From an optimization exercise on the open Yosys and OpenROAD flow, aimed at small area and a short achievable clock period; shortcuts taken in it are not production practice.
Function was checked by simulation only, so behaviour that the tests miss may differ from the original.
Power is estimated from default activity; no workload was simulated.

## build 71
Design arm7_execute, start of the top module:
module arm7_execute (
	input             clk,
	input      [31:0] instr_i,   
	input      [31:0] rn_i,      
	input      [31:0] rd_i,      
	input      [31:0] rs_i,      
	input      [31:0] rm_i,      
	input      [31:0] pc_i,      
	input      [3:0]  nzcv_i,    
	output     [31:0] result_o,
	output     [3:0]  nzcv_o,
	output reg        wb_o,
	output reg        exec_o
);
Settings: LEC_CHECK=0, CAP_MARGIN=5, CORE_MARGIN=2, CORE_UTILIZATION=40, SLEW_MARGIN=5, TNS_END_PERCENT=0; clock period 13.0 ns.
standard.sh (not shown) runs the stock make flow with config.mk's settings and CLKGATE_MAP_FILE= SYNTH_SCRIPT=/design/flow/synth_recipe.tcl, a recipe that flattens the netlist after the stock synthesis.
==> flow/flow/run.sh <==
#!/bin/bash
set -euo pipefail
MARGIN=$(cat flow/margin)
bash standard.sh SETUP_SLACK_MARGIN=$MARGIN \
  "BUFFER_PORTS_ARGS=-buffer_cell sky130_fd_sc_hd__buf_2" finish > flow_standard.log 2>&1
==> flow/flow/margin <==
8
Build 71 finished every stage and its layout cleared the timing, DRC and antenna checks.
The following lists how build 48 was set up differently from build 71:
diff --git a/flow/config.mk b/flow/config.mk
--- a/flow/config.mk
+++ b/flow/config.mk
@@ -6,7 +6,7 @@
 export NUM_CORES = 4
 export LEC_CHECK = 0
-export CAP_MARGIN = 5
+export CAP_MARGIN = 20
 export CORE_MARGIN = 2
-export CORE_UTILIZATION = 40
-export SLEW_MARGIN = 5
+export CORE_UTILIZATION = 55
+export SLEW_MARGIN = 20
 export TNS_END_PERCENT = 0
## What came out
Summary of build 48 over build 71: global router's overall resource usage rose 8.9 points, number of rows created at floorplan decreased by about 15% relative to the old numbers, number of buffers added by the clock tree synthesis step rose 1.
--- input diff build 48..build 28 ---
diff --git a/flow/config.mk b/flow/config.mk
--- a/flow/config.mk
+++ b/flow/config.mk
@@ -8,5 +8,5 @@
 export CAP_MARGIN = 20
 export CORE_MARGIN = 2
-export CORE_UTILIZATION = 55
+export CORE_UTILIZATION = 40
 export SLEW_MARGIN = 20
 export TNS_END_PERCENT = 0
Notes after the runs:
Re number of cells on the critical path: build 48 was higher than build 28. res_q[30]$_DFF_P_ as the endpoint of the most critical setup path was reported by build 28, and c31_o$_DFF_P_ by build 48. Of build 28 and build 48, the lower number of well taps belongs to build 48. On largest stage delay on the critical path: build 28 sits below build 48. Build 28 vs build 48 — count of clock-buffer cells in the layout rose about 13%. Fmax: build 28 higher than build 48. Build 28: done, clean on timing, DRC and antenna.


Setup of build 18:
Another version of the RTL of arm7_execute (not shown whole).
Size in the first run: roughly 3000 cells after synthesis.
==> flow/config.mk <==
export PLATFORM = sky130hd
export DESIGN_NAME = arm7_execute
export DESIGN_NICKNAME = arm7_execute
export VERILOG_FILES = /design/flow/design.v
export SDC_FILE = /design/flow/constraint.sdc
export NUM_CORES = 4
export LEC_CHECK = 0
export CAP_MARGIN = 20
export CORE_MARGIN = 2
export CORE_UTILIZATION = 40
export SLEW_MARGIN = 20
==> flow/constraint.sdc <==
create_clock -name core_clock -period 13.0 [get_ports {clk}]
set_input_delay 2.6000 -clock core_clock [delete_from_list [all_inputs] [get_ports {clk}]]
set_output_delay 2.6000 -clock core_clock [all_outputs]
set_load 0.01 [all_outputs]
==> flow/flow/run.sh <==
#!/bin/bash
set -euo pipefail
MARGIN=$(cat flow/margin)
bash standard.sh SETUP_SLACK_MARGIN=$MARGIN finish > flow_standard.log 2>&1
Scripts as last shown in full above: flow/flow/margin
Build 18: done, clean on timing, DRC and antenna
The following lists how build 83 was set up differently from build 18:
Settings: an added TNS_END_PERCENT of 0.
Results
- Build 83 did not stop at any stage, and its layout met the timing, DRC and antenna checks.
- Cell count, build 83 and build 18: higher on build 18
- Build 83 vs build 18, master of the slowest instance on the critical path: fa_2 vs fa_1
- A start point of the critical path of s2_q[0] is what build 83 shows, while s1_q[0] belongs to build 18.
- Build 83 vs build 18: number of iterations in the first detailed-routing pass up in build 83
- Build 83 vs. build 18: overall via count from detail_route has decreased; clock latency at the later pin of the worst-skew pair has decreased.
- Note that the total area of multi-input combinational cells recorded for build 83 amounts to 0.925 times the value seen in build 18.
- Looking at build 83 and build 18, the width of the die is a wash.
Input changes introduced in build 27 (baseline for comparison: build 83):
Settings: TNS_END_PERCENT removed (was 0).
==> flow/flow/margin <==
10
## What came out
Of the two values seen for top routing layer in use, met5 was produced by build 27 and met4 by build 83. Changes observed in build 27 relative to build 83: first-pass GRT wire length has increased; register-to-register slack has decreased; met3 usage in global routing has increased; proportion of cell area occupied by registers has decreased.


Setup of build 16:
RTL: one of the versions met above, not the one the previous note started from.
Size: ~3000 cells after synthesis, ~210 flip-flops, ~0.025 mm2 of cells after synthesis.
// arm7_execute
module arm7_execute (
	input             clk,
	input      [31:0] instr_i,   
	input      [31:0] rn_i,      
	input      [31:0] rd_i,      
	input      [31:0] rs_i,      
	input      [31:0] rm_i,      
	input      [31:0] pc_i,      
	input      [3:0]  nzcv_i,    
	output     [31:0] result_o,
	output     [3:0]  nzcv_o,
	output reg        wb_o,
	output reg        exec_o
);
wire is_dp, is_mul, is_ls, is_br;
inst_decode InstructionDecoder(
	.ir(instr_i), .is_dp(is_dp), .is_mul(is_mul), .is_ls(is_ls), .is_br(is_br));
wire [3:0] op = is_dp ? instr_i[24:21] : (is_ls & ~instr_i[23]) ? 4'd2 : 4'd4;
reg arith, inv1, inv2, sub, wb, zero1, sel_ms, sel_mc;
reg [1:0] cmode;    
always @* begin
	arith = 1'b0; inv1 = 1'b0; inv2 = 1'b0; sub = 1'b0; wb = 1'b1;
	zero1 = 1'b0; sel_ms = 1'b0; sel_mc = 1'b0; cmode = 2'd0;
	case (op)
		4'd0:  sel_mc = 1'b1;                                         
		4'd1:  sel_ms = 1'b1;                                         
		4'd2:  begin arith = 1'b1; inv2 = 1'b1; sub = 1'b1; cmode = 2'd1; end  
		4'd3:  begin arith = 1'b1; inv1 = 1'b1; sub = 1'b1; cmode = 2'd1; end  
		4'd4:  arith = 1'b1;                                          
		4'd5:  begin arith = 1'b1; cmode = 2'd2; end                  
		4'd6:  begin arith = 1'b1; inv2 = 1'b1; sub = 1'b1; cmode = 2'd2; end  
		4'd7:  begin arith = 1'b1; inv1 = 1'b1; sub = 1'b1; cmode = 2'd2; end  
  ...
export LEC_CHECK = 0
export CAP_MARGIN = 20
export CORE_MARGIN = 2
export CORE_UTILIZATION = 40
export SLEW_MARGIN = 20
export TNS_END_PERCENT = 5
create_clock -name core_clock -period 13.0 [get_ports {clk}]
==> flow/flow/run.sh <==
#!/bin/bash
set -euo pipefail
MARGIN=$(cat flow/margin)
bash standard.sh SETUP_SLACK_MARGIN=$MARGIN \
  "BUFFER_PORTS_ARGS=-buffer_cell sky130_fd_sc_hd__buf_2" finish > flow_standard.log 2>&1
==> flow/flow/margin <==
8
Edits applied to the flow inputs when going from build 16 to build 60:
- TNS_END_PERCENT now 0, was 5
==> flow/flow/margin <==
9
Build 16 -> build 60: post-synthesis cell type count delta 0, exact match
Against build 16, build 60 comes in 1 higher on worst reg2reg path depth.
~same total detailed-routing wirelength in build 60 and build 16
When build 60 is measured against build 16, its clock network power share turns out 1.7 points higher.
Site row count: build 16 vs build 60 identical
Synthesized-area fraction occupied by ao, oa, aoi and oai cells delta (build 60 -> build 16): insignificant
The net switching power of the design reported for build 60 is smaller than that of build 16 by 0.89%.
For build 75, these inputs were changed with respect to build 60:
==> flow/flow/margin <==
7.3
Notes after the runs:
Diff build 60 -> build 75 | clock-buffer cell count | down by a little under 10%. Diff build 60 -> build 75: worst hold slack +0.0071 ns, power density over the cells now sits lower. When build 75 is set beside build 60, its global-route usage turns out to be 1.1 points smaller. On cell area after placement, build 75 and build 60 are neck and neck.

## static timing again, ports no longer ideal
Ports are ideal in the flow. The routed layouts listed here were re-timed in OpenROAD. Step 1: set_driving_cell puts a clkbuf_16 on clk and a buf_2 on each other input, an assumption about the parent block. Step 2 times the ports against the registers' clock, not the clock port: input delays grow and output delays shrink by t, the midpoint of the rising clock arrivals with the driver on. Slacks: ideal ports / drivers / drivers and shift; pairs: ideal ports / drivers.
| run | t, ns | setup slack, ns | worst hold slack (ns) |
|---|---|---|---|
| build 71 | 0.601 | 7.305 / 7.305 / 6.762 | 0.319 / 0.319 / 0.319 |
| build 48 | 0.608 | 7.254 / 7.254 / 6.676 | 0.328 / 0.328 / 0.328 |
| build 28 | 0.603 | 7.312 / 7.312 / 6.777 | 0.319 / 0.319 / 0.319 |
| build 18 | 0.558 | 6.835 / 6.835 / 6.785 | 0.344 / 0.344 / 0.344 |
| build 83 | 0.548 | 6.760 / 6.760 / 6.312 | 0.330 / 0.330 / 0.330 |
| build 27 | 0.557 | 6.686 / 6.686 / 6.686 | 0.330 / 0.330 / 0.330 |
| build 16 | 0.604 | 7.397 / 7.397 / 6.919 | 0.323 / 0.323 / 0.323 |
| build 60 | 0.603 | 7.312 / 7.312 / 6.777 | 0.319 / 0.319 / 0.319 |
| build 75 | 0.613 | 7.276 / 7.276 / 6.732 | 0.326 / 0.326 / 0.326 |
After both steps every run listed still meets setup and hold. For build 48, which loses most, drivers alone change the setup slack by 0.000 ns; drivers and shift together by -0.578 ns.
